Context: an optimization exercise on an open-source flow, tuned for small area and a short achievable clock period. The choices shown serve that exercise and are no tape-out recipe.
Where RTL was checked, it was by simulation tests only, not by an equivalence proof against the original.
The RTL of run 2 was laid out without a check of its function.

==> flow/design.v, too long to show whole: its modules and the start of the top module <==
// module addmuladd_3_stage_signed_18_bit_xor_reduction: 1253 lines
module addmuladd_3_stage_signed_18_bit_xor_reduction(
	input signed [17:0] a,
	input signed [17:0] b,
	input signed [17:0] c,
	input signed [17:0] d,
	output [17:0] out,
	input clk);
  // ...
==> flow/flow/run.sh <==
#!/bin/bash
# The standard layout (standard.sh), with these changes:
#  - after the standard synthesis, inverters around full-adder cells are removed by
#    flipping the polarity of full adders (invopt2.py); registers are not touched;
#  - ports are buffered with buf_1 cells (the resizer upsizes them where timing needs it);
#  - timing repair aims at a larger setup margin than the design's clock needs, so
#    the layout is optimised for the period it achieves.
set -euo pipefail
MARGIN=6.7
R=$PWD/orfs/results/sky130hd/addmuladd_3_stage_signed_18_bit_xor_reduction/base
bash standard.sh $R/1_2_yosys.v > synth.log 2>&1
cp $R/1_2_yosys.v $R/1_2_yosys_std.v
python3 flow/invopt2.py $R/1_2_yosys_std.v $R/1_2_yosys.v > invopt.log 2>&1
bash standard.sh SETUP_SLACK_MARGIN=$MARGIN "BUFFER_PORTS_ARGS=-buffer_cell sky130_fd_sc_hd__buf_1" finish > layout.log 2>&1
==> flow/flow/invopt2.py <==
#!/usr/bin/env python3
"""Global inverter minimisation around full adders in a flat Yosys netlist.

A full adder is self-dual: FA(~a, ~b, ~c) = (~sum, ~cout), so each sky130 fa cell may be
"flipped" (fed the complements of its inputs, giving the complements of its outputs)
without changing the function of the netlist. xor/xnor gates absorb an inverted input
by swapping xor <-> xnor, and an xor/xnor driver can give either polarity the same way.
This script removes every inverter, chooses the flips by local search to need as few
inverters as possible, and puts back one inverter per net that some load needs inverted.
Flip-flops and ports are not changed.
usage: invopt2.py IN.v OUT.v
"""
import re, sys, random

src = open(sys.argv[1]).read()
m_first = re.search(r'^\s*sky130_fd_sc_hd__\w+\s', src, re.M)
m_end = src.rfind('endmodule')
head = src[:m_first.start()]
cell_txt = src[m_first.start():m_end]
assert 'assign' not in cell_txt, 'assign statements are not handled'

cell_re = re.compile(r'(sky130_fd_sc_hd__\w+)\s+(\\\S+\s|\S+)\s*\((.*?)\);', re.S)
pin_re = re.compile(r'\.(\w+)\(\s*(\\\S+\s|[^()\s]+)\s*\)')
OUTPINS = {'X', 'Y', 'Q', 'Q_N', 'SUM', 'COUT', 'HI', 'LO'}

cells = {}
order = []
for m in cell_re.finditer(cell_txt):
    typ, name, body = m.group(1), m.group(2).strip(), m.group(3)
    cells[name] = [typ, {p: n.strip() for p, n in pin_re.findall(body)}]
    order.append(name)

ports_out = set()
for m in re.finditer(r'^\s*output\s+(\[(\d+):(\d+)\]\s*)?(\S+);', head, re.M):
    if m.group(1):
        hi, lo = int(m.group(2)), int(m.group(3))
        for i in range(min(hi, lo), max(hi, lo) + 1): ports_out.add(f"{m.group(4)}[{i}]")
    else:
        ports_out.add(m.group(4))

def kind(t):
    b = re.sub(r'^sky130_fd_sc_hd__', '', t)
    if re.match(r'(clk)?inv(lp)?_\d+$', b): return 'inv'
    if re.match(r'fa_\d+$', b): return 'fa'
    if re.match(r'x(n)?or[23]_\d+$', b): return 'xor'
    return 'other'

TOGGLE = {}
for k in ('2', '3'):
    for sz in ('1', '2', '4'):
        TOGGLE[f'sky130_fd_sc_hd__xor{k}_{sz}'] = f'sky130_fd_sc_hd__xnor{k}_{sz}'
        TOGGLE[f'sky130_fd_sc_hd__xnor{k}_{sz}'] = f'sky130_fd_sc_hd__xor{k}_{sz}'
def outpin(t): return 'Y' if re.match(r'sky130_fd_sc_hd__xnor2_', t) else 'X'

# inverters that drive ports stay as ordinary cells
invs = {n for n, (t, p) in cells.items() if kind(t) == 'inv' and p['Y'] not in ports_out}
for n, (t, p) in cells.items():
    if kind(t) == 'xor': assert t in TOGGLE, t
driver = {}
for n, (t, p) in cells.items():
    for pin, net in p.items():
        if pin in OUTPINS: driver[net] = (n, pin)

def resolve(net):
    par = 0
    while net in driver and driver[net][0] in invs:
        net = cells[driver[net][0]][1]['A']; par ^= 1
    return net, par

# sinks per root: (cell, pin, parity); ports as (None, net, parity)
sinks = {}
for n, (t, p) in cells.items():
    if n in invs: continue
    for pin, net in p.items():
        if pin in OUTPINS: continue
        r, q = resolve(net)
        sinks.setdefault(r, []).append((n, pin, q))
for net in ports_out:
    r, q = resolve(net)
    if r != net or net not in driver:
        sinks.setdefault(r, []).append((None, net, q))

fas = [n for n in order if kind(cells[n][0]) == 'fa']
pinned = set()
for f in fas:
    for pin in ('SUM', 'COUT'):
        if cells[f][1][pin] in ports_out: pinned.add(f)
phi = {f: 0 for f in fas}

def root_drv(r):
    d = driver.get(r)
    return d[0] if d else None

def root_cost(r):
    d = root_drv(r)
    pd = phi.get(d, 0) if d else 0
    s0 = s1 = False
    for (c, pin, q) in sinks.get(r, []):
        if c is not None and kind(cells[c][0]) == 'xor': continue
        need = q ^ (phi.get(c, 0) if c else 0) ^ pd
        if need: s1 = True
        else: s0 = True
    if d and kind(cells[d][0]) == 'xor' and r not in ports_out:
        return 1 if (s0 and s1) else 0
    return 1 if s1 else 0

roots = set(sinks)
fa_roots = {}
for f in fas:
    rs = set()
    t, p = cells[f]
    for pin, net in p.items():
        rs.add(resolve(net)[0] if pin not in OUTPINS else net)
    fa_roots[f] = [r for r in rs if r in roots]

def total():
    return sum(root_cost(r) for r in roots)

def delta(f):
    rs = fa_roots[f]
    b = sum(root_cost(r) for r in rs)
    phi[f] ^= 1
    a = sum(root_cost(r) for r in rs)
    phi[f] ^= 1
    return a - b

def descend():
    improved = True
    while improved:
        improved = False
        for f in fas:
            if f in pinned: continue
            if delta(f) < 0:
                phi[f] ^= 1; improved = True

before = len(invs)
descend()
best = dict(phi); best_cost = total()
rng = random.Random(1)
for it in range(60):
    phi.update(best)
    for f in rng.sample(fas, max(1, len(fas) // 10)):
        if f not in pinned: phi[f] ^= 1
    descend()
    c = total()
    if c < best_cost:
        best, best_cost = dict(phi), c
phi.update(best)

# rebuild
for n in invs: del cells[n]
new_wires = []
cnt = [0]
for r in sorted(roots):
    d = root_drv(r)
    pd = phi.get(d, 0) if d else 0
    need = []
    for (c, pin, q) in sinks[r]:
        nd = q ^ (phi.get(c, 0) if c else 0) ^ pd
        need.append((c, pin, nd))
    nonx = [x for x in need if x[0] is None or kind(cells[x[0]][0]) != 'xor']
    if d and kind(cells[d][0]) == 'xor' and r not in ports_out and nonx and all(x[2] for x in nonx):
        # give the inverted polarity at the driver
        t = cells[d][0]; o = outpin(t)
        cells[d][0] = TOGGLE[t]; del cells[d][1][o]; cells[d][1][outpin(cells[d][0])] = r
        need = [(c, pin, nd ^ 1) for (c, pin, nd) in need]
    rn = None
    for (c, pin, nd) in need:
        if c is not None and kind(cells[c][0]) == 'xor':
            cells[c][1][pin] = r
            if nd:
                t = cells[c][0]; o = outpin(t); on = cells[c][1].pop(o)
                cells[c][0] = TOGGLE[t]; cells[c][1][outpin(cells[c][0])] = on
            continue
        if c is None:
            # output port: its net must carry the value
            if nd == 0 and pin == r: continue
            cnt[0] += 1
            if nd:
                cells[f"_invopt_cell_{cnt[0]}_"] = ['sky130_fd_sc_hd__inv_1', {'A': r, 'Y': pin}]
            else:
                cells[f"_invopt_cell_{cnt[0]}_"] = ['sky130_fd_sc_hd__buf_1', {'A': r, 'X': pin}]
            order.append(f"_invopt_cell_{cnt[0]}_")
            continue
        if nd:
            if rn is None:
                cnt[0] += 1
                rn = f"_invopt_n{cnt[0]}_"
                new_wires.append(rn)
                cells[f"_invopt_cell_{cnt[0]}_"] = ['sky130_fd_sc_hd__inv_1', {'A': r, 'Y': rn}]
                order.append(f"_invopt_cell_{cnt[0]}_")
            cells[c][1][pin] = rn
        else:
            cells[c][1][pin] = r
after = sum(1 for t, p in cells.values() if kind(t) == 'inv')
sys.stderr.write(f"invopt2: inverters {before} -> {after} (flipped {sum(phi.values())} of {len(fas)} full adders)\n")

def fmt(n): return n + ' ' if n.startswith('\\') else n
out = [head.rstrip('\n') + '\n']
for w in new_wires: out.append(f"  wire {w};\n")
for name in order:
    if name not in cells: continue
    typ, pins = cells[name]
    pl = ",\n".join(f"    .{p}({fmt(n)})" for p, n in pins.items())
    out.append(f"  {typ} {fmt(name)} (\n{pl}\n  );\n")
out.append("endmodule\n")
open(sys.argv[2], 'w').write(''.join(out))
==> flow/standard.sh <==
#!/bin/bash
# synth_recipe.tcl (not shown) runs the flow's synth.tcl, then flattens the netlist and writes it again
# the make line also repeats each setting of config.mk as NAME=value (left out here)
make -C /OpenROAD-flow-scripts/flow DESIGN_CONFIG=/design/flow/config.mk WORK_HOME=/design/flow/orfs CLKGATE_MAP_FILE= SYNTH_SCRIPT=/design/flow/synth_recipe.tcl "${@:-finish}"
==> flow/config.mk <==
export PLATFORM = sky130hd
export DESIGN_NAME = addmuladd_3_stage_signed_18_bit_xor_reduction
export DESIGN_NICKNAME = addmuladd_3_stage_signed_18_bit_xor_reduction
export VERILOG_FILES = /design/flow/design.v
export SDC_FILE = /design/flow/constraint.sdc
export NUM_CORES = 4
export LEC_CHECK = 0
export ABC_AREA = 1
export CAP_MARGIN = 20
export CORE_MARGIN = 2
export CORE_UTILIZATION = 40
export CTS_BUF_LIST = sky130_fd_sc_hd__clkbuf_4 sky130_fd_sc_hd__clkbuf_8
export SLEW_MARGIN = 20
==> flow/constraint.sdc <==
create_clock -name core_clock -period 10.0 [get_ports {clk}]
set_input_delay 2.0000 -clock core_clock [delete_from_list [all_inputs] [get_ports {clk}]]
set_output_delay 2.0000 -clock core_clock [all_outputs]
set_load 0.01 [all_outputs]
==> out/results.ini, run 1 <==
[placement]
place_hpwl_um = 24500
numPortBuffers = 73
post-place-cells = 1810
place_area_mm2 = 0.0132
gp_congestion = 0.922

[die]
die-area_mm2 = 0.0337
die_x_um = 184
die_h_um = 184

[worst_setup_path]
critPathArrivalTime_ns = 3.71
cpLargestDelayFamily = adder cells
crit_top_cell = nand2_1
cp_slowest_cell = fa_1
crit_path_max_incr_delay_ns = 0.58
cp_cell_sequence = fa_1 > ha_4 > a21o_1 > nand2_1 > nand2_1 > nand2_1 > nand2_2 > inv_2 > nand2_2 > a31oi_1 > inv_1 > fa_1 > inv_1 > nand2_1 > nand2_1 > nand2_1 > nand2_1 > nor2_1 > nor2_1 > and2_4 > nor2_4 > inv_1 > nand2_1 > nand2_1
cp_num_cells = 24

[cts]
hold_buffers = 0
ctsResizeCount = 61
cts_root_buf = clkbuf_8

[final_layout]
numSequentialCells = 146
area_growth_pct = 7.90
largest_reg_flops = 76
ff_latch_area_mm2 = 0.00299
multi_input_area_share_pct = 65.6
fin_cells = 1862
final_common_cell = nand2_1
final_layout_size_suffix_gt1_share_pct = 9.38

[sta]
finalHoldViolations = 0
finalSetupViolCount = 0
drv_slew = 0
fmax_mhz = 299

[global_routing]
grt_start_max_net_pins = 22
busiest_layer = met2

[status]
outcome = timing/DRC/antenna clean

[routing]
dr_wl_met3_um = 2440
wl_per_cell_um = 17.7
wirelength_um = 32900

[worst_hold_path]
holdPathStages = 1
hold_path.class = reg2reg

==> run 2: changes to the inputs <==
--- a/flow/design.v
+++ b/flow/design.v
@@ -544,17 +544,19 @@
 	wire fs335;
 	wire fc336;
 	wire hs337;
 	wire hc338;
 	wire fs339;
 	wire fc340;
 	wire hs341;
 	wire hc342;
-	reg [75:0] q_r;
+	wire [6:0] lsum;
+	wire lpar;
+	reg [65:0] q_r;
 	wire q0 = q_r[0];
 	wire q1 = q_r[1];
 	wire q2 = q_r[2];
 	wire q3 = q_r[3];
 	wire q4 = q_r[4];
 	wire q5 = q_r[5];
 	wire q6 = q_r[6];
 	wire q7 = q_r[7];
@@ -611,26 +613,16 @@
 	wire q58 = q_r[58];
 	wire q59 = q_r[59];
 	wire q60 = q_r[60];
 	wire q61 = q_r[61];
 	wire q62 = q_r[62];
 	wire q63 = q_r[63];
 	wire q64 = q_r[64];
 	wire q65 = q_r[65];
-	wire q66 = q_r[66];
-	wire q67 = q_r[67];
-	wire q68 = q_r[68];
-	wire q69 = q_r[69];
-	wire q70 = q_r[70];
-	wire q71 = q_r[71];
-	wire q72 = q_r[72];
-	wire q73 = q_r[73];
-	wire q74 = q_r[74];
-	wire q75 = q_r[75];
 	assign pp0_0 = ((~(onen_r[0] | sn_r[0])) ^ neg_r[0]);
 	assign pp0_1 = ((~((onen_r[0] | sn_r[1]) & (twon_r[0] | sn_r[0]))) ^ neg_r[0]);
 	assign pp0_2 = ((~((onen_r[0] | sn_r[2]) & (twon_r[0] | sn_r[1]))) ^ neg_r[0]);
 	assign pp0_3 = ((~((onen_r[0] | sn_r[3]) & (twon_r[0] | sn_r[2]))) ^ neg_r[0]);
 	assign pp0_4 = ((~((onen_r[0] | sn_r[4]) & (twon_r[0] | sn_r[3]))) ^ neg_r[0]);
 	assign pp0_5 = ((~((onen_r[0] | sn_r[5]) & (twon_r[0] | sn_r[4]))) ^ neg_r[0]);
 	assign pp0_6 = ((~((onen_r[0] | sn_r[6]) & (twon_r[0] | sn_r[5]))) ^ neg_r[0]);
 	assign pp0_7 = ((~((onen_r[0] | sn_r[7]) & (twon_r[0] | sn_r[6]))) ^ neg_r[0]);
@@ -893,212 +885,212 @@
 	assign fs89 = pp4_4 ^ pp5_2 ^ pp6_0;
 	assign fc90 = (pp4_4 & pp5_2) | (pp4_4 & pp6_0) | (pp5_2 & pp6_0);
 	assign fs91 = fc74 ^ fc76 ^ fs85;
 	assign fc92 = (fc74 & fc76) | (fc74 & fs85) | (fc76 & fs85);
 	assign fs93 = fs87 ^ fs89 ^ fc78;
 	assign fc94 = (fs87 & fs89) | (fs87 & fc78) | (fs89 & fc78);
 	assign fs95 = fs91 ^ fc80 ^ fs93;
 	assign fc96 = (fs91 & fc80) | (fs91 & fs93) | (fc80 & fs93);
-	assign hs97 = q24 ^ q25;
-	assign hc98 = q24 & q25;
+	assign hs97 = q12 ^ q13;
+	assign hc98 = q12 & q13;
 	assign fs99 = c_r[13] ^ pp0_13 ^ pp1_11;
 	assign fc100 = (c_r[13] & pp0_13) | (c_r[13] & pp1_11) | (pp0_13 & pp1_11);
 	assign fs101 = pp2_9 ^ pp3_7 ^ pp4_5;
 	assign fc102 = (pp2_9 & pp3_7) | (pp2_9 & pp4_5) | (pp3_7 & pp4_5);
 	assign fs103 = pp5_3 ^ pp6_1 ^ fc86;
 	assign fc104 = (pp5_3 & pp6_1) | (pp5_3 & fc86) | (pp6_1 & fc86);
 	assign fs105 = fc88 ^ fc90 ^ fs99;
 	assign fc106 = (fc88 & fc90) | (fc88 & fs99) | (fc90 & fs99);
 	assign fs107 = fs101 ^ fc92 ^ fs103;
 	assign fc108 = (fs101 & fc92) | (fs101 & fs103) | (fc92 & fs103);
 	assign fs109 = fs105 ^ fc94 ^ fs107;
 	assign fc110 = (fs105 & fc94) | (fs105 & fs107) | (fc94 & fs107);
-	assign hs111 = q27 ^ q28;
-	assign hc112 = q27 & q28;
+	assign hs111 = q15 ^ q16;
+	assign hc112 = q15 & q16;
 	assign fs113 = c_r[14] ^ neg_r[7] ^ pp0_14;
 	assign fc114 = (c_r[14] & neg_r[7]) | (c_r[14] & pp0_14) | (neg_r[7] & pp0_14);
 	assign fs115 = pp1_12 ^ pp2_10 ^ pp3_8;
 	assign fc116 = (pp1_12 & pp2_10) | (pp1_12 & pp3_8) | (pp2_10 & pp3_8);
 	assign fs117 = pp4_6 ^ pp5_4 ^ pp6_2;
 	assign fc118 = (pp4_6 & pp5_4) | (pp4_6 & pp6_2) | (pp5_4 & pp6_2);
 	assign fs119 = pp7_0 ^ fc100 ^ fc102;
 	assign fc120 = (pp7_0 & fc100) | (pp7_0 & fc102) | (fc100 & fc102);
 	assign fs121 = fs113 ^ fs115 ^ fs117;
 	assign fc122 = (fs113 & fs115) | (fs113 & fs117) | (fs115 & fs117);
 	assign fs123 = fc104 ^ fc106 ^ fs119;
 	assign fc124 = (fc104 & fc106) | (fc104 & fs119) | (fc106 & fs119);
 	assign fs125 = fs121 ^ fc108 ^ fs123;
 	assign fc126 = (fs121 & fc108) | (fs121 & fs123) | (fc108 & fs123);
-	assign hs127 = q29 ^ q30;
-	assign hc128 = q29 & q30;
+	assign hs127 = q17 ^ q18;
+	assign hc128 = q17 & q18;
 	assign fs129 = c_r[15] ^ pp0_15 ^ pp1_13;
 	assign fc130 = (c_r[15] & pp0_15) | (c_r[15] & pp1_13) | (pp0_15 & pp1_13);
 	assign fs131 = pp2_11 ^ pp3_9 ^ pp4_7;
 	assign fc132 = (pp2_11 & pp3_9) | (pp2_11 & pp4_7) | (pp3_9 & pp4_7);
 	assign fs133 = pp5_5 ^ pp6_3 ^ pp7_1;
 	assign fc134 = (pp5_5 & pp6_3) | (pp5_5 & pp7_1) | (pp6_3 & pp7_1);
 	assign fs135 = fc114 ^ fc116 ^ fc118;
 	assign fc136 = (fc114 & fc116) | (fc114 & fc118) | (fc116 & fc118);
 	assign fs137 = fs129 ^ fs131 ^ fs133;
 	assign fc138 = (fs129 & fs131) | (fs129 & fs133) | (fs131 & fs133);
 	assign fs139 = fc120 ^ fc122 ^ fs135;
 	assign fc140 = (fc120 & fc122) | (fc120 & fs135) | (fc122 & fs135);
 	assign fs141 = fs137 ^ fc124 ^ fs139;
 	assign fc142 = (fs137 & fc124) | (fs137 & fs139) | (fc124 & fs139);
-	assign hs143 = q31 ^ q32;
-	assign hc144 = q31 & q32;
+	assign hs143 = q19 ^ q20;
+	assign hc144 = q19 & q20;
 	assign fs145 = c_r[16] ^ p8_r[0] ^ neg_r[8];
 	assign fc146 = (c_r[16] & p8_r[0]) | (c_r[16] & neg_r[8]) | (p8_r[0] & neg_r[8]);
 	assign fs147 = pp0_16 ^ pp1_14 ^ pp2_12;
 	assign fc148 = (pp0_16 & pp1_14) | (pp0_16 & pp2_12) | (pp1_14 & pp2_12);
 	assign fs149 = pp3_10 ^ pp4_8 ^ pp5_6;
 	assign fc150 = (pp3_10 & pp4_8) | (pp3_10 & pp5_6) | (pp4_8 & pp5_6);
 	assign fs151 = pp6_4 ^ pp7_2 ^ fs145;
 	assign fc152 = (pp6_4 & pp7_2) | (pp6_4 & fs145) | (pp7_2 & fs145);
 	assign fs153 = fc130 ^ fc132 ^ fc134;
 	assign fc154 = (fc130 & fc132) | (fc130 & fc134) | (fc132 & fc134);
 	assign fs155 = fs147 ^ fs149 ^ fs151;
 	assign fc156 = (fs147 & fs149) | (fs147 & fs151) | (fs149 & fs151);
 	assign fs157 = fc136 ^ fc138 ^ fs153;
 	assign fc158 = (fc136 & fc138) | (fc136 & fs153) | (fc138 & fs153);
 	assign fs159 = fs155 ^ fc140 ^ fs157;
 	assign fc160 = (fs155 & fc140) | (fs155 & fs157) | (fc140 & fs157);
-	assign hs161 = q33 ^ q34;
-	assign hc162 = q33 & q34;
+	assign hs161 = q21 ^ q22;
+	assign hc162 = q21 & q22;
 	assign fs163 = ~(~c_r[17] ^ p8_r[1]);
 	assign fc164 = ~c_r[17] | p8_r[1];
 	assign fs165 = fs163 ^ fc146 ^ pp0_17;
 	assign fc166 = (fs163 & fc146) | (fs163 & pp0_17) | (fc146 & pp0_17);
 	assign fs167 = pp1_15 ^ pp2_13 ^ pp3_11;
 	assign fc168 = (pp1_15 & pp2_13) | (pp1_15 & pp3_11) | (pp2_13 & pp3_11);
 	assign fs169 = pp4_9 ^ pp5_7 ^ pp6_5;
 	assign fc170 = (pp4_9 & pp5_7) | (pp4_9 & pp6_5) | (pp5_7 & pp6_5);
 	assign fs171 = pp7_3 ^ fc148 ^ fc150;
 	assign fc172 = (pp7_3 & fc148) | (pp7_3 & fc150) | (fc148 & fc150);
 	assign fs173 = fc152 ^ fs165 ^ fs167;
 	assign fc174 = (fc152 & fs165) | (fc152 & fs167) | (fs165 & fs167);
 	assign fs175 = fs169 ^ fc154 ^ fs171;
 	assign fc176 = (fs169 & fc154) | (fs169 & fs171) | (fc154 & fs171);
 	assign fs177 = fc156 ^ fs173 ^ fc158;
 	assign fc178 = (fc156 & fs173) | (fc156 & fc158) | (fs173 & fc158);
-	assign fs179 = q35 ^ q36 ^ q37;
-	assign fc180 = (q35 & q36) | (q35 & q37) | (q36 & q37);
+	assign fs179 = q23 ^ q24 ^ q25;
+	assign fc180 = (q23 & q24) | (q23 & q25) | (q24 & q25);
 	assign fs181 = ~(p8_r[2] ^ fc164);
 	assign fc182 = p8_r[2] | fc164;
 	assign fs183 = fs181 ^ pp0_18 ^ pp1_16;
 	assign fc184 = (fs181 & pp0_18) | (fs181 & pp1_16) | (pp0_18 & pp1_16);
 	assign fs185 = pp2_14 ^ pp3_12 ^ pp4_10;
 	assign fc186 = (pp2_14 & pp3_12) | (pp2_14 & pp4_10) | (pp3_12 & pp4_10);
 	assign fs187 = pp5_8 ^ pp6_6 ^ pp7_4;
 	assign fc188 = (pp5_8 & pp6_6) | (pp5_8 & pp7_4) | (pp6_6 & pp7_4);
 	assign fs189 = fc166 ^ fc168 ^ fc170;
 	assign fc190 = (fc166 & fc168) | (fc166 & fc170) | (fc168 & fc170);
 	assign fs191 = fs183 ^ fs185 ^ fs187;
 	assign fc192 = (fs183 & fs185) | (fs183 & fs187) | (fs185 & fs187);
 	assign fs193 = fc172 ^ fc174 ^ fs189;
 	assign fc194 = (fc172 & fc174) | (fc172 & fs189) | (fc174 & fs189);
 	assign fs195 = fs191 ^ fc176 ^ fs193;
 	assign fc196 = (fs191 & fc176) | (fs191 & fs193) | (fc176 & fs193);
-	assign hs197 = q38 ^ q39;
-	assign hc198 = q38 & q39;
+	assign hs197 = q26 ^ q27;
+	assign hc198 = q26 & q27;
 	assign fs199 = p8_r[3] ^ fc182 ^ pp0_19;
 	assign fc200 = (p8_r[3] & fc182) | (p8_r[3] & pp0_19) | (fc182 & pp0_19);
 	assign fs201 = pp1_17 ^ pp2_15 ^ pp3_13;
 	assign fc202 = (pp1_17 & pp2_15) | (pp1_17 & pp3_13) | (pp2_15 & pp3_13);
 	assign fs203 = pp4_11 ^ pp5_9 ^ pp6_7;
 	assign fc204 = (pp4_11 & pp5_9) | (pp4_11 & pp6_7) | (pp5_9 & pp6_7);
 	assign fs205 = pp7_5 ^ fc184 ^ fc186;
 	assign fc206 = (pp7_5 & fc184) | (pp7_5 & fc186) | (fc184 & fc186);
 	assign fs207 = fc188 ^ fs199 ^ fs201;
 	assign fc208 = (fc188 & fs199) | (fc188 & fs201) | (fs199 & fs201);
 	assign fs209 = fs203 ^ fc190 ^ fc192;
 	assign fc210 = (fs203 & fc190) | (fs203 & fc192) | (fc190 & fc192);
 	assign fs211 = fs205 ^ fs207 ^ fc194;
 	assign fc212 = (fs205 & fs207) | (fs205 & fc194) | (fs207 & fc194);
-	assign fs213 = q40 ^ q41 ^ q42;
-	assign fc214 = (q40 & q41) | (q40 & q42) | (q41 & q42);
+	assign fs213 = q28 ^ q29 ^ q30;
+	assign fc214 = (q28 & q29) | (q28 & q30) | (q29 & q30);
 	assign fs215 = ~(pp1_18 ^ pp2_16);
 	assign fc216 = pp1_18 | pp2_16;
 	assign fs217 = pp3_14 ^ pp4_12 ^ pp5_10;
 	assign fc218 = (pp3_14 & pp4_12) | (pp3_14 & pp5_10) | (pp4_12 & pp5_10);
 	assign fs219 = pp6_8 ^ pp7_6 ^ pp8_4;
 	assign fc220 = (pp6_8 & pp7_6) | (pp6_8 & pp8_4) | (pp7_6 & pp8_4);
 	assign fs221 = fs215 ^ fc200 ^ fc202;
 	assign fc222 = (fs215 & fc200) | (fs215 & fc202) | (fc200 & fc202);
 	assign fs223 = fc204 ^ fs217 ^ fs219;
 	assign fc224 = (fc204 & fs217) | (fc204 & fs219) | (fs217 & fs219);
 	assign fs225 = fc206 ^ fc208 ^ fs221;
 	assign fc226 = (fc206 & fc208) | (fc206 & fs221) | (fc208 & fs221);
 	assign fs227 = fs223 ^ fc210 ^ fs225;
 	assign fc228 = (fs223 & fc210) | (fs223 & fs225) | (fc210 & fs225);
-	assign hs229 = q43 ^ q44;
-	assign hc230 = q43 & q44;
+	assign hs229 = q31 ^ q32;
+	assign hc230 = q31 & q32;
 	assign fs231 = pp1_19 ^ pp2_17 ^ pp3_15;
 	assign fc232 = (pp1_19 & pp2_17) | (pp1_19 & pp3_15) | (pp2_17 & pp3_15);
 	assign fs233 = pp4_13 ^ pp5_11 ^ pp6_9;
 	assign fc234 = (pp4_13 & pp5_11) | (pp4_13 & pp6_9) | (pp5_11 & pp6_9);
 	assign fs235 = pp7_7 ^ pp8_5 ^ fc216;
 	assign fc236 = (pp7_7 & pp8_5) | (pp7_7 & fc216) | (pp8_5 & fc216);
 	assign fs237 = fc218 ^ fc220 ^ fs231;
 	assign fc238 = (fc218 & fc220) | (fc218 & fs231) | (fc220 & fs231);
 	assign fs239 = fs233 ^ fs235 ^ fc222;
 	assign fc240 = (fs233 & fs235) | (fs233 & fc222) | (fs235 & fc222);
 	assign fs241 = fc224 ^ fs237 ^ fc226;
 	assign fc242 = (fc224 & fs237) | (fc224 & fc226) | (fs237 & fc226);
-	assign fs243 = q45 ^ q46 ^ q47;
-	assign fc244 = (q45 & q46) | (q45 & q47) | (q46 & q47);
+	assign fs243 = q33 ^ q34 ^ q35;
+	assign fc244 = (q33 & q34) | (q33 & q35) | (q34 & q35);
 	assign fs245 = ~(pp2_18 ^ pp3_16);
 	assign fc246 = pp2_18 | pp3_16;
 	assign fs247 = pp4_14 ^ pp5_12 ^ pp6_10;
 	assign fc248 = (pp4_14 & pp5_12) | (pp4_14 & pp6_10) | (pp5_12 & pp6_10);
 	assign fs249 = pp7_8 ^ pp8_6 ^ fs245;
 	assign fc250 = (pp7_8 & pp8_6) | (pp7_8 & fs245) | (pp8_6 & fs245);
 	assign fs251 = fc232 ^ fc234 ^ fs247;
 	assign fc252 = (fc232 & fc234) | (fc232 & fs247) | (fc234 & fs247);
 	assign fs253 = fc236 ^ fs249 ^ fc238;
 	assign fc254 = (fc236 & fs249) | (fc236 & fc238) | (fs249 & fc238);
 	assign fs255 = fs251 ^ fc240 ^ fs253;
 	assign fc256 = (fs251 & fc240) | (fs251 & fs253) | (fc240 & fs253);
-	assign hs257 = q48 ^ q49;
-	assign hc258 = q48 & q49;
+	assign hs257 = q36 ^ q37;
+	assign hc258 = q36 & q37;
 	assign fs259 = pp2_19 ^ pp3_17 ^ pp4_15;
 	assign fc260 = (pp2_19 & pp3_17) | (pp2_19 & pp4_15) | (pp3_17 & pp4_15);
 	assign fs261 = pp5_13 ^ pp6_11 ^ pp7_9;
 	assign fc262 = (pp5_13 & pp6_11) | (pp5_13 & pp7_9) | (pp6_11 & pp7_9);
 	assign fs263 = pp8_7 ^ fc246 ^ fc248;
 	assign fc264 = (pp8_7 & fc246) | (pp8_7 & fc248) | (fc246 & fc248);
 	assign fs265 = fs259 ^ fs261 ^ fc250;
 	assign fc266 = (fs259 & fs261) | (fs259 & fc250) | (fs261 & fc250);
 	assign fs267 = fc252 ^ fs263 ^ fs265;
 	assign fc268 = (fc252 & fs263) | (fc252 & fs265) | (fs263 & fs265);
-	assign fs269 = q50 ^ q51 ^ q52;
-	assign fc270 = (q50 & q51) | (q50 & q52) | (q51 & q52);
+	assign fs269 = q38 ^ q39 ^ q40;
+	assign fc270 = (q38 & q39) | (q38 & q40) | (q39 & q40);
 	assign fs271 = ~(pp3_18 ^ pp4_16);
 	assign fc272 = pp3_18 | pp4_16;
 	assign fs273 = pp5_14 ^ pp6_12 ^ pp7_10;
 	assign fc274 = (pp5_14 & pp6_12) | (pp5_14 & pp7_10) | (pp6_12 & pp7_10);
 	assign fs275 = pp8_8 ^ fs271 ^ fc260;
 	assign fc276 = (pp8_8 & fs271) | (pp8_8 & fc260) | (fs271 & fc260);
 	assign fs277 = fc262 ^ fs273 ^ fc264;
 	assign fc278 = (fc262 & fs273) | (fc262 & fc264) | (fs273 & fc264);
 	assign fs279 = fs275 ^ fc266 ^ fs277;
 	assign fc280 = (fs275 & fc266) | (fs275 & fs277) | (fc266 & fs277);
-	assign hs281 = q53 ^ q54;
-	assign hc282 = q53 & q54;
+	assign hs281 = q41 ^ q42;
+	assign hc282 = q41 & q42;
 	assign fs283 = pp3_19 ^ pp4_17 ^ pp5_15;
 	assign fc284 = (pp3_19 & pp4_17) | (pp3_19 & pp5_15) | (pp4_17 & pp5_15);
 	assign fs285 = pp6_13 ^ pp7_11 ^ pp8_9;
 	assign fc286 = (pp6_13 & pp7_11) | (pp6_13 & pp8_9) | (pp7_11 & pp8_9);
 	assign fs287 = fc272 ^ fc274 ^ fs283;
 	assign fc288 = (fc272 & fc274) | (fc272 & fs283) | (fc274 & fs283);
 	assign fs289 = fs285 ^ fc276 ^ fs287;
 	assign fc290 = (fs285 & fc276) | (fs285 & fs287) | (fc276 & fs287);
-	assign fs291 = q55 ^ q56 ^ q57;
-	assign fc292 = (q55 & q56) | (q55 & q57) | (q56 & q57);
+	assign fs291 = q43 ^ q44 ^ q45;
+	assign fc292 = (q43 & q44) | (q43 & q45) | (q44 & q45);
 	assign fs293 = ~(pp4_18 ^ pp5_16);
 	assign fc294 = pp4_18 | pp5_16;
 	assign fs295 = pp6_14 ^ pp7_12 ^ pp8_10;
 	assign fc296 = (pp6_14 & pp7_12) | (pp6_14 & pp8_10) | (pp7_12 & pp8_10);
 	assign fs297 = fs293 ^ fc284 ^ fc286;
 	assign fc298 = (fs293 & fc284) | (fs293 & fc286) | (fc284 & fc286);
 	assign fs299 = fs295 ^ fc288 ^ fs297;
 	assign fc300 = (fs295 & fc288) | (fs295 & fs297) | (fc288 & fs297);
@@ -1139,115 +1131,99 @@
 	assign fs335 = ~(pp7_18 ^ pp8_16);
 	assign fc336 = pp7_18 | pp8_16;
 	assign hs337 = fs335 ^ fc332;
 	assign hc338 = fs335 & fc332;
 	assign fs339 = pp7_19 ^ pp8_17 ^ fc336;
 	assign fc340 = (pp7_19 & pp8_17) | (pp7_19 & fc336) | (pp8_17 & fc336);
 	assign hs341 = pp8_18 ^ fc340;
 	assign hc342 = pp8_18 & fc340;
+	assign lsum = {1'b0, fs21, fs15, fs9, fs5, pp0_1, pp0_0} + {1'b0, hs23, hs17, hs11, hs7, hs3, hs1};
+	assign lpar = ^lsum[5:0];
 	always @(posedge clk) begin
-		q_r <= {hc342, pp8_19, hs341, fs339, hc338, hs337, fc334, fs333, hc330, hs329, fc324, fs323, hc318, hs317, fc310, fs309, hc302, hs301, fc280, fs289, fc278, fs279, fc268, fc256, fs267, fc254, fs255, fc242, fs241, fc228, fs239, fs227, fc212, fs211, fc196, fs209, fs195, fc178, fs177, fc160, fs175, fs159, fc142, fs141, fc126, fs125, fc110, fs109, fc96, hc84, fs95, fc82, hs83, fs81, hs71, hc60, hs59, hc50, hs49, fs47, hs39, fs37, hs31, fs29, hs23, fs21, hs17, fs15, hs11, fs9, hs7, fs5, hs3, pp0_1, hs1, pp0_0};
+		q_r <= {lpar, lsum[6], hc342, pp8_19, hs341, fs339, hc338, hs337, fc334, fs333, hc330, hs329, fc324, fs323, hc318, hs317, fc310, fs309, hc302, hs301, fc280, fs289, fc278, fs279, fc268, fc256, fs267, fc254, fs255, fc242, fs241, fc228, fs239, fs227, fc212, fs211, fc196, fs209, fs195, fc178, fs177, fc160, fs175, fs159, fc142, fs141, fc126, fs125, fc110, fs109, fc96, hc84, fs95, fc82, hs83, fs81, hs71, hc60, hs59, hc50, hs49, fs47, hs39, fs37, hs31, fs29};
 	end
-	wire [35:0] x = {q74, 1'b1, q71, q69, q67, q65, q63, q61, q59, fc292, hc282, fc270, hc258, fc244, hc230, fc214, hc198, fc180, hc162, hc144, hc128, hc112, hc98, q26, q22, q20, q18, q16, q14, q12, q10, q8, q6, q4, q2, q0};
-	wire [35:0] y = {q75, q73, q72, q70, q68, q66, q64, q62, q60, q58, fs291, hs281, fs269, hs257, fs243, hs229, fs213, hs197, fs179, hs161, hs143, hs127, hs111, hs97, q23, q21, q19, q17, q15, q13, q11, q9, q7, q5, q3, q1};
-	wire [35:0] fg0 = x & y, fp0 = x ^ y;
-	wire cg1 = fg0[1] | (fp0[1] & fg0[0]);
-	wire cg2 = fg0[3] | (fp0[3] & fg0[2]);
-	wire cp2 = fp0[3] & fp0[2];
-	wire cg3 = fg0[5] | (fp0[5] & fg0[4]);
-	wire cp3 = fp0[5] & fp0[4];
-	wire cg4 = fg0[7] | (fp0[7] & fg0[6]);
-	wire cp4 = fp0[7] & fp0[6];
-	wire cg5 = fg0[9] | (fp0[9] & fg0[8]);
-	wire cp5 = fp0[9] & fp0[8];
-	wire cg6 = fg0[11] | (fp0[11] & fg0[10]);
-	wire cp6 = fp0[11] & fp0[10];
-	wire cg7 = fg0[13] | (fp0[13] & fg0[12]);
-	wire cp7 = fp0[13] & fp0[12];
-	wire cg8 = fg0[15] | (fp0[15] & fg0[14]);
-	wire cp8 = fp0[15] & fp0[14];
-	wire cg9 = fg0[17] | (fp0[17] & fg0[16]);
-	wire cp9 = fp0[17] & fp0[16];
-	wire cg10 = fg0[19] | (fp0[19] & fg0[18]);
-	wire cp10 = fp0[19] & fp0[18];
-	wire cg11 = fg0[21] | (fp0[21] & fg0[20]);
-	wire cp11 = fp0[21] & fp0[20];
-	wire cg12 = fg0[23] | (fp0[23] & fg0[22]);
-	wire cp12 = fp0[23] & fp0[22];
-	wire cg13 = fg0[25] | (fp0[25] & fg0[24]);
-	wire cp13 = fp0[25] & fp0[24];
-	wire cg14 = fg0[27] | (fp0[27] & fg0[26]);
-	wire cp14 = fp0[27] & fp0[26];
-	wire cg15 = fg0[29] | (fp0[29] & fg0[28]);
-	wire cp15 = fp0[29] & fp0[28];
-	wire cg16 = fg0[31] | (fp0[31] & fg0[30]);
-	wire cp16 = fp0[31] & fp0[30];
-	wire cg17 = fg0[33] | (fp0[33] & fg0[32]);
-	wire cp17 = fp0[33] & fp0[32];
-	wire cg18 = fg0[35] | (fp0[35] & fg0[34]);
-	wire cp18 = fp0[35] & fp0[34];
-	wire cg19 = cg2 | (cp2 & cg1);
-	wire cg20 = cg4 | (cp4 & cg3);
-	wire cp20 = cp4 & cp3;
-	wire cg21 = cg6 | (cp6 & cg5);
-	wire cp21 = cp6 & cp5;
-	wire cg22 = cg8 | (cp8 & cg7);
-	wire cp22 = cp8 & cp7;
-	wire cg23 = cg10 | (cp10 & cg9);
-	wire cp23 = cp10 & cp9;
-	wire cg24 = cg12 | (cp12 & cg11);
-	wire cp24 = cp12 & cp11;
-	wire cg25 = cg14 | (cp14 & cg13);
-	wire cp25 = cp14 & cp13;
-	wire cg26 = cg16 | (cp16 & cg15);
-	wire cp26 = cp16 & cp15;
-	wire cg27 = cg18 | (cp18 & cg17);
-	wire cp27 = cp18 & cp17;
-	wire cg28 = cg20 | (cp20 & cg19);
-	wire cg29 = cg22 | (cp22 & cg21);
-	wire cp29 = cp22 & cp21;
-	wire cg30 = cg24 | (cp24 & cg23);
-	wire cp30 = cp24 & cp23;
-	wire cg31 = cg26 | (cp26 & cg25);
-	wire cp31 = cp26 & cp25;
-	wire cg32 = cg29 | (cp29 & cg28);
-	wire cg33 = cg31 | (cp31 & cg30);
-	wire cp33 = cp31 & cp30;
-	wire cg34 = cg33 | (cp33 & cg32);
-	wire cg35 = cg30 | (cp30 & cg32);
-	wire cg36 = cg21 | (cp21 & cg28);
-	wire cg37 = cg23 | (cp23 & cg32);
-	wire cg38 = cg25 | (cp25 & cg35);
-	wire cg39 = cg27 | (cp27 & cg34);
-	wire cg40 = cg3 | (cp3 & cg19);
-	wire cg41 = cg5 | (cp5 & cg28);
-	wire cg42 = cg7 | (cp7 & cg36);
-	wire cg43 = cg9 | (cp9 & cg32);
-	wire cg44 = cg11 | (cp11 & cg37);
-	wire cg45 = cg13 | (cp13 & cg35);
-	wire cg46 = cg15 | (cp15 & cg38);
-	wire cg47 = cg17 | (cp17 & cg34);
-	wire cg48 = fg0[2] | (fp0[2] & cg1);
-	wire cg49 = fg0[4] | (fp0[4] & cg19);
-	wire cg50 = fg0[6] | (fp0[6] & cg40);
-	wire cg51 = fg0[8] | (fp0[8] & cg28);
-	wire cg52 = fg0[10] | (fp0[10] & cg41);
-	wire cg53 = fg0[12] | (fp0[12] & cg36);
-	wire cg54 = fg0[14] | (fp0[14] & cg42);
-	wire cg55 = fg0[16] | (fp0[16] & cg32);
-	wire cg56 = fg0[18] | (fp0[18] & cg43);
-	wire cg57 = fg0[20] | (fp0[20] & cg37);
-	wire cg58 = fg0[22] | (fp0[22] & cg44);
-	wire cg59 = fg0[24] | (fp0[24] & cg35);
-	wire cg60 = fg0[26] | (fp0[26] & cg45);
-	wire cg61 = fg0[28] | (fp0[28] & cg38);
-	wire cg62 = fg0[30] | (fp0[30] & cg46);
-	wire cg63 = fg0[32] | (fp0[32] & cg34);
-	wire cg64 = fg0[34] | (fp0[34] & cg47);
-	wire [35:0] r = {fp0[35] ^ cg64, fp0[34] ^ cg47, fp0[33] ^ cg63, fp0[32] ^ cg34, fp0[31] ^ cg62, fp0[30] ^ cg46, fp0[29] ^ cg61, fp0[28] ^ cg38, fp0[27] ^ cg60, fp0[26] ^ cg45, fp0[25] ^ cg59, fp0[24] ^ cg35, fp0[23] ^ cg58, fp0[22] ^ cg44, fp0[21] ^ cg57, fp0[20] ^ cg37, fp0[19] ^ cg56, fp0[18] ^ cg43, fp0[17] ^ cg55, fp0[16] ^ cg32, fp0[15] ^ cg54, fp0[14] ^ cg42, fp0[13] ^ cg53, fp0[12] ^ cg36, fp0[11] ^ cg52, fp0[10] ^ cg41, fp0[9] ^ cg51, fp0[8] ^ cg28, fp0[7] ^ cg50, fp0[6] ^ cg40, fp0[5] ^ cg49, fp0[4] ^ cg19, fp0[3] ^ cg48, fp0[2] ^ cg1, fp0[1] ^ fg0[0], fp0[0]};
+	wire [29:0] x = {q62, 1'b1, q59, q57, q55, q53, q51, q49, q47, fc292, hc282, fc270, hc258, fc244, hc230, fc214, hc198, fc180, hc162, hc144, hc128, hc112, hc98, q14, q10, q8, q6, q4, q2, q0};
+	wire [29:0] y = {q63, q61, q60, q58, q56, q54, q52, q50, q48, q46, fs291, hs281, fs269, hs257, fs243, hs229, fs213, hs197, fs179, hs161, hs143, hs127, hs111, hs97, q11, q9, q7, q5, q3, q1};
+	wire [30:0] xc = {x, q64}, yc = {y, q64};
+	wire [30:0] fag0 = xc & yc, fap0 = xc ^ yc;
+	wire faG1 = fag0[1] | (fap0[1] & fag0[0]);
+	wire faG2 = fag0[3] | (fap0[3] & fag0[2]);
+	wire faP2 = fap0[3] & fap0[2];
+	wire faG3 = fag0[5] | (fap0[5] & fag0[4]);
+	wire faP3 = fap0[5] & fap0[4];
+	wire faG4 = fag0[7] | (fap0[7] & fag0[6]);
+	wire faP4 = fap0[7] & fap0[6];
+	wire faG5 = fag0[9] | (fap0[9] & fag0[8]);
+	wire faP5 = fap0[9] & fap0[8];
+	wire faG6 = fag0[11] | (fap0[11] & fag0[10]);
+	wire faP6 = fap0[11] & fap0[10];
+	wire faG7 = fag0[13] | (fap0[13] & fag0[12]);
+	wire faP7 = fap0[13] & fap0[12];
+	wire faG8 = fag0[15] | (fap0[15] & fag0[14]);
+	wire faP8 = fap0[15] & fap0[14];
+	wire faG9 = fag0[17] | (fap0[17] & fag0[16]);
+	wire faP9 = fap0[17] & fap0[16];
+	wire faG10 = fag0[19] | (fap0[19] & fag0[18]);
+	wire faP10 = fap0[19] & fap0[18];
+	wire faG11 = fag0[21] | (fap0[21] & fag0[20]);
+	wire faP11 = fap0[21] & fap0[20];
+	wire faG12 = fag0[23] | (fap0[23] & fag0[22]);
+	wire faP12 = fap0[23] & fap0[22];
+	wire faG13 = fag0[25] | (fap0[25] & fag0[24]);
+	wire faP13 = fap0[25] & fap0[24];
+	wire faG14 = fag0[27] | (fap0[27] & fag0[26]);
+	wire faP14 = fap0[27] & fap0[26];
+	wire faG15 = fag0[29] | (fap0[29] & fag0[28]);
+	wire faP15 = fap0[29] & fap0[28];
+	wire faG16 = faG2 | (faP2 & faG1);
+	wire faG17 = faG4 | (faP4 & faG3);
+	wire faP17 = faP4 & faP3;
+	wire faG18 = faG6 | (faP6 & faG5);
+	wire faP18 = faP6 & faP5;
+	wire faG19 = faG8 | (faP8 & faG7);
+	wire faP19 = faP8 & faP7;
+	wire faG20 = faG10 | (faP10 & faG9);
+	wire faP20 = faP10 & faP9;
+	wire faG21 = faG12 | (faP12 & faG11);
+	wire faP21 = faP12 & faP11;
+	wire faG22 = faG14 | (faP14 & faG13);
+	wire faP22 = faP14 & faP13;
+	wire faG23 = faG17 | (faP17 & faG16);
+	wire faG24 = faG19 | (faP19 & faG18);
+	wire faP24 = faP19 & faP18;
+	wire faG25 = faG21 | (faP21 & faG20);
+	wire faP25 = faP21 & faP20;
+	wire faG26 = faG24 | (faP24 & faG23);
+	wire faG27 = faG25 | (faP25 & faG26);
+	wire faG28 = faG18 | (faP18 & faG23);
+	wire faG29 = faG20 | (faP20 & faG26);
+	wire faG30 = faG22 | (faP22 & faG27);
+	wire faG31 = faG3 | (faP3 & faG16);
+	wire faG32 = faG5 | (faP5 & faG23);
+	wire faG33 = faG7 | (faP7 & faG28);
+	wire faG34 = faG9 | (faP9 & faG26);
+	wire faG35 = faG11 | (faP11 & faG29);
+	wire faG36 = faG13 | (faP13 & faG27);
+	wire faG37 = faG15 | (faP15 & faG30);
+	wire faG38 = fag0[2] | (fap0[2] & faG1);
+	wire faG39 = fag0[4] | (fap0[4] & faG16);
+	wire faG40 = fag0[6] | (fap0[6] & faG31);
+	wire faG41 = fag0[8] | (fap0[8] & faG23);
+	wire faG42 = fag0[10] | (fap0[10] & faG32);
+	wire faG43 = fag0[12] | (fap0[12] & faG28);
+	wire faG44 = fag0[14] | (fap0[14] & faG33);
+	wire faG45 = fag0[16] | (fap0[16] & faG26);
+	wire faG46 = fag0[18] | (fap0[18] & faG34);
+	wire faG47 = fag0[20] | (fap0[20] & faG29);
+	wire faG48 = fag0[22] | (fap0[22] & faG35);
+	wire faG49 = fag0[24] | (fap0[24] & faG27);
+	wire faG50 = fag0[26] | (fap0[26] & faG36);
+	wire faG51 = fag0[28] | (fap0[28] & faG30);
+	wire faG52 = fag0[30] | (fap0[30] & faG37);
+	wire [29:0] r = {fap0[30] ^ faG37, fap0[29] ^ faG51, fap0[28] ^ faG30, fap0[27] ^ faG50, fap0[26] ^ faG36, fap0[25] ^ faG49, fap0[24] ^ faG27, fap0[23] ^ faG48, fap0[22] ^ faG35, fap0[21] ^ faG47, fap0[20] ^ faG29, fap0[19] ^ faG46, fap0[18] ^ faG34, fap0[17] ^ faG45, fap0[16] ^ faG26, fap0[15] ^ faG44, fap0[14] ^ faG33, fap0[13] ^ faG43, fap0[12] ^ faG28, fap0[11] ^ faG42, fap0[10] ^ faG32, fap0[9] ^ faG41, fap0[8] ^ faG23, fap0[7] ^ faG40, fap0[6] ^ faG31, fap0[5] ^ faG39, fap0[4] ^ faG16, fap0[3] ^ faG38, fap0[2] ^ faG1, fap0[1] ^ fag0[0]};
 	reg [1:0] par_r;
 	always @(posedge clk) begin
-		par_r[0] <= ^r[17:0];
-		par_r[1] <= ^r[35:18];
+		par_r[0] <= ^r[14:0] ^ q65;
+		par_r[1] <= ^r[29:15];
 	end
 	assign out = {17'd0, ^par_r};
 endmodule
==> run 2 against run 1 <==
Net effect:
- synthesized cell count is 11% lower
- critical path depth is 2 higher
- largest cell class unchanged
- register-to-register slack worse by 0.25 ns
- first-iteration DRC count stayed put
- clock-buffer cell count stayed put
- final cell count is 8.6% lower
- worst hold slack better by 0.17 ns
==> out/results.ini, run 2 <==
[worst_hold_path]
holdPathStages = 3  ; +2
hold_path.class = reg2reg
hold_path_startpoint = q_r[61]$_DFF_P_
holdPathEnd = par_r[1]$_DFF_P_

[cts]
cts_tree = yes
hold_buffers = 0  ; unchanged
path_clk_slew_ns = 0.09
cts.sinks = 136
clk_latency_ns = 0.46
h-tree-depth = 4
cts_buffer_depth = 2
cts_buffers = 17
cts_root_buf = clkbuf_8

[worst_setup_path]
r2r_slack_ns = 6.40
critPathMaxFanout = 4
crit_path_start_kind = register
criticalPathCategory = reg2reg
reg2reg_depth = 26
worstPathRequired_ns = 10.36
r2r-start = q_r[29]$_DFF_P_
r2r-end = par_r[1]$_DFF_P_
critPathArrivalTime_ns = 3.95  ; +0.24 ns
crit_path_end_kind = register

[final_layout]
fin_cells = 1701  ; -8.6%
num_antenna_cells = 0
final_common_cell = o22ai_1
largest_reg_flops = 66  ; -13%
fill_cells = 2786
top_register = q_r
final_layout_size_suffix_gt1_share_pct = 13.4  ; +4.0 points
layout_common_cells = o22ai_1, xor2_1, fa_1, nand2_1, dfxtp_1
biggestRegsByFlops = q_r: 66 flops, sn_r: 19 flops, c_r: 18 flops
area_growth_pct = 10.4
final_nets = 1611

[sta]
slew_headroom_pct = 51.1
finalClockSkew_ns = 0.0163
finalHoldViolations = 0  ; unchanged
rsz0062_at_grt = true
fin_crit_sh_pct = 36.0
fmax_mhz = 278  ; -7.0%
setup_tns_ns = 0
finalSetupViolCount = 0  ; unchanged
worst_slew_pin_slew_ns = 0.732
drv_slew = 0  ; unchanged
period_needed_ns = 3.60

[synthesis]
syn_area_per_cell_um2 = 9.63
synth_area_mm2 = 0.0122
yosysWarnings = 1
syn_inst = 1269

[die]
die_h_um = 179  ; -2.6%
num_io_pins = 91
rows = 63
die_x_um = 179  ; -2.6%
initial_core_util_pct = 40.9
design.core.area_mm2 = 0.0299
die-area_mm2 = 0.0320  ; -5.2%

[placement]
numPortBuffers = 73  ; unchanged
place_hpwl_um = 22300  ; -8.7%
gp_congestion = 0.914  ; -0.91%
post-place-cells = 1644  ; -9.2%

[routing]
drc = 0
first_pass_iters = 5
wl_per_cell_um = 17.8  ; +0.88%
postRouteAntennaNets = 0
drt_iter0_markers = 811
vias = 8920
wirelength_um = 30300  ; -7.8%
vias_per_cell = 5.24

[status]
outcome = timing/DRC/antenna clean

[global_routing]
grt_pass1_vias = 9022
antenna_found_initial = 0
busiest_layer = met2
grt_start_max_net_pins = 22  ; unchanged
grtUsageMet1_pct = 28.2
grt_use_total_pct = 19.9
grt_overflow_total = 0
grt_pass1_wl_um = 48900
grt.met2_usage_pct = 30.9
met3_usage_pct = 3.03

[job]
cap_violations = 0

-- run 2: routing by layer --
metal	wire length [um]	part of all wire [%]
met1	13800	45
met5	0	0
met2	13500	44
met3	2310	7.6
met4	762	2.5
-- run 2: how the worst max path moves through the flow --
stage / start / to / slack, ns
final: q_r[29]$_DFF_P_ / par_r[1]$_DFF_P_ / 6.40
after detailed placement: q_r[23]$_DFF_P_ / par_r[1]$_DFF_P_ / 6.33
after global routing: q_r[30]$_DFF_P_ / par_r[1]$_DFF_P_ / 6.12
after global placement: neg_r[5]$_DFF_P_ / q_r[42]$_DFF_P_ / 6.40
after CTS: q_r[25]$_DFF_P_ / par_r[1]$_DFF_P_ / 6.41
after floorplan: q_r[23]$_DFF_P_ / par_r[1]$_DFF_P_ / 6.69
-- run 2: timing repair --
action                                 in CTS  in global routing
buffers inserted                            9                 17
gates resized for setup                    44                 48
endpoints found under the hold margin       0                  0
pin swaps                                   3                 25
setup endpoints to repair                  40                 18
-- run 2: metrics by stage --
| stage | util [%] | cell area [um2] | hold WS [ns] | setup slack [ns] |
|---|---|---|---|---|
| finish | 45.1 | 13500 | 0.612 | 6.40 |
| global route | 45.1 | 13500 | 0.661 | 6.12 |
| CTS | 44.0 | 13200 | 0.585 | 6.41 |
| detailed placement | 42.2 | 12600 | 0.573 | 6.33 |
| global placement | 42.2 | 12600 | 0.560 | 6.40 |
| floorplan | - | 12300 | 0.526 | 6.69 |
-- run 2: area by class of cell --
type | instances | area (um2) | share of cell area [%]
Clock inverter | 13 | 145 | 1.08
Tap cell | 390 | 488 | 3.62
Clock buffer | 18 | 248 | 1.84
Inverter | 88 | 353 | 2.62
Sequential cell | 136 | 2810 | 20.8
Multi-Input combinational cell | 953 | 8940 | 66.3
Timing Repair Buffer | 103 | 503 | 3.73
-- run 2: critical path: stages, from the launching register on --
cell and delay [ns]:
dfxtp_2 0.35, fa_1 0.48, ha_1 0.32, nand2_2 0.10, inv_1 0.04, nand2_1 0.05, nand2_1 0.05, a21oi_2 0.14
nand2_4 0.09, inv_2 0.05, o21bai_1 0.07, a31oi_1 0.19, inv_1 0.08, fa_1 0.50, inv_1 0.09, nand2_1 0.07
nand2_1 0.07, nand2_1 0.04, nand2_1 0.08, nand2_1 0.08, nand2_2 0.07, nand2_2 0.07, nand2_2 0.10, nand2_2 0.06
nand3_2 0.06, nand2_2 0.06, xnor2_2 0.12

-- afterwards: timing with drivers on the ports --
Ports are ideal in the flow. The routed layouts listed here were re-timed in OpenROAD.
Step 1 assumes that a clkbuf_16 drives the clock port and a buf_2 every other input.
Step 2 adds t to the input delays and takes it off the output delays; t is the mean of the earliest and latest rising clock arrival at the registers after step 1. Input paths then give back, and output paths get back, about the clock's delay inside the block.
Slacks: ideal / step 1 / step 2; pairs: ideal / step 1.
| run | t (ns) | setup slack, ns | hold WS [ns] | latest minus earliest clock arrival (ns) |
|---|---|---|---|---|
| run 1 | 0.517 | 6.656 / 6.656 / 6.457 | 0.447 / 0.447 / 0.447 | 0.025 / 0.026 |
| run 2 | 0.498 | 6.404 / 6.404 / 6.395 | 0.612 / 0.612 / 0.612 | 0.018 / 0.017 |
After both steps setup and hold are still met in every run listed. For run 1, which loses most, drivers alone change the setup slack by 0.000 ns; drivers and shift together by -0.199 ns.
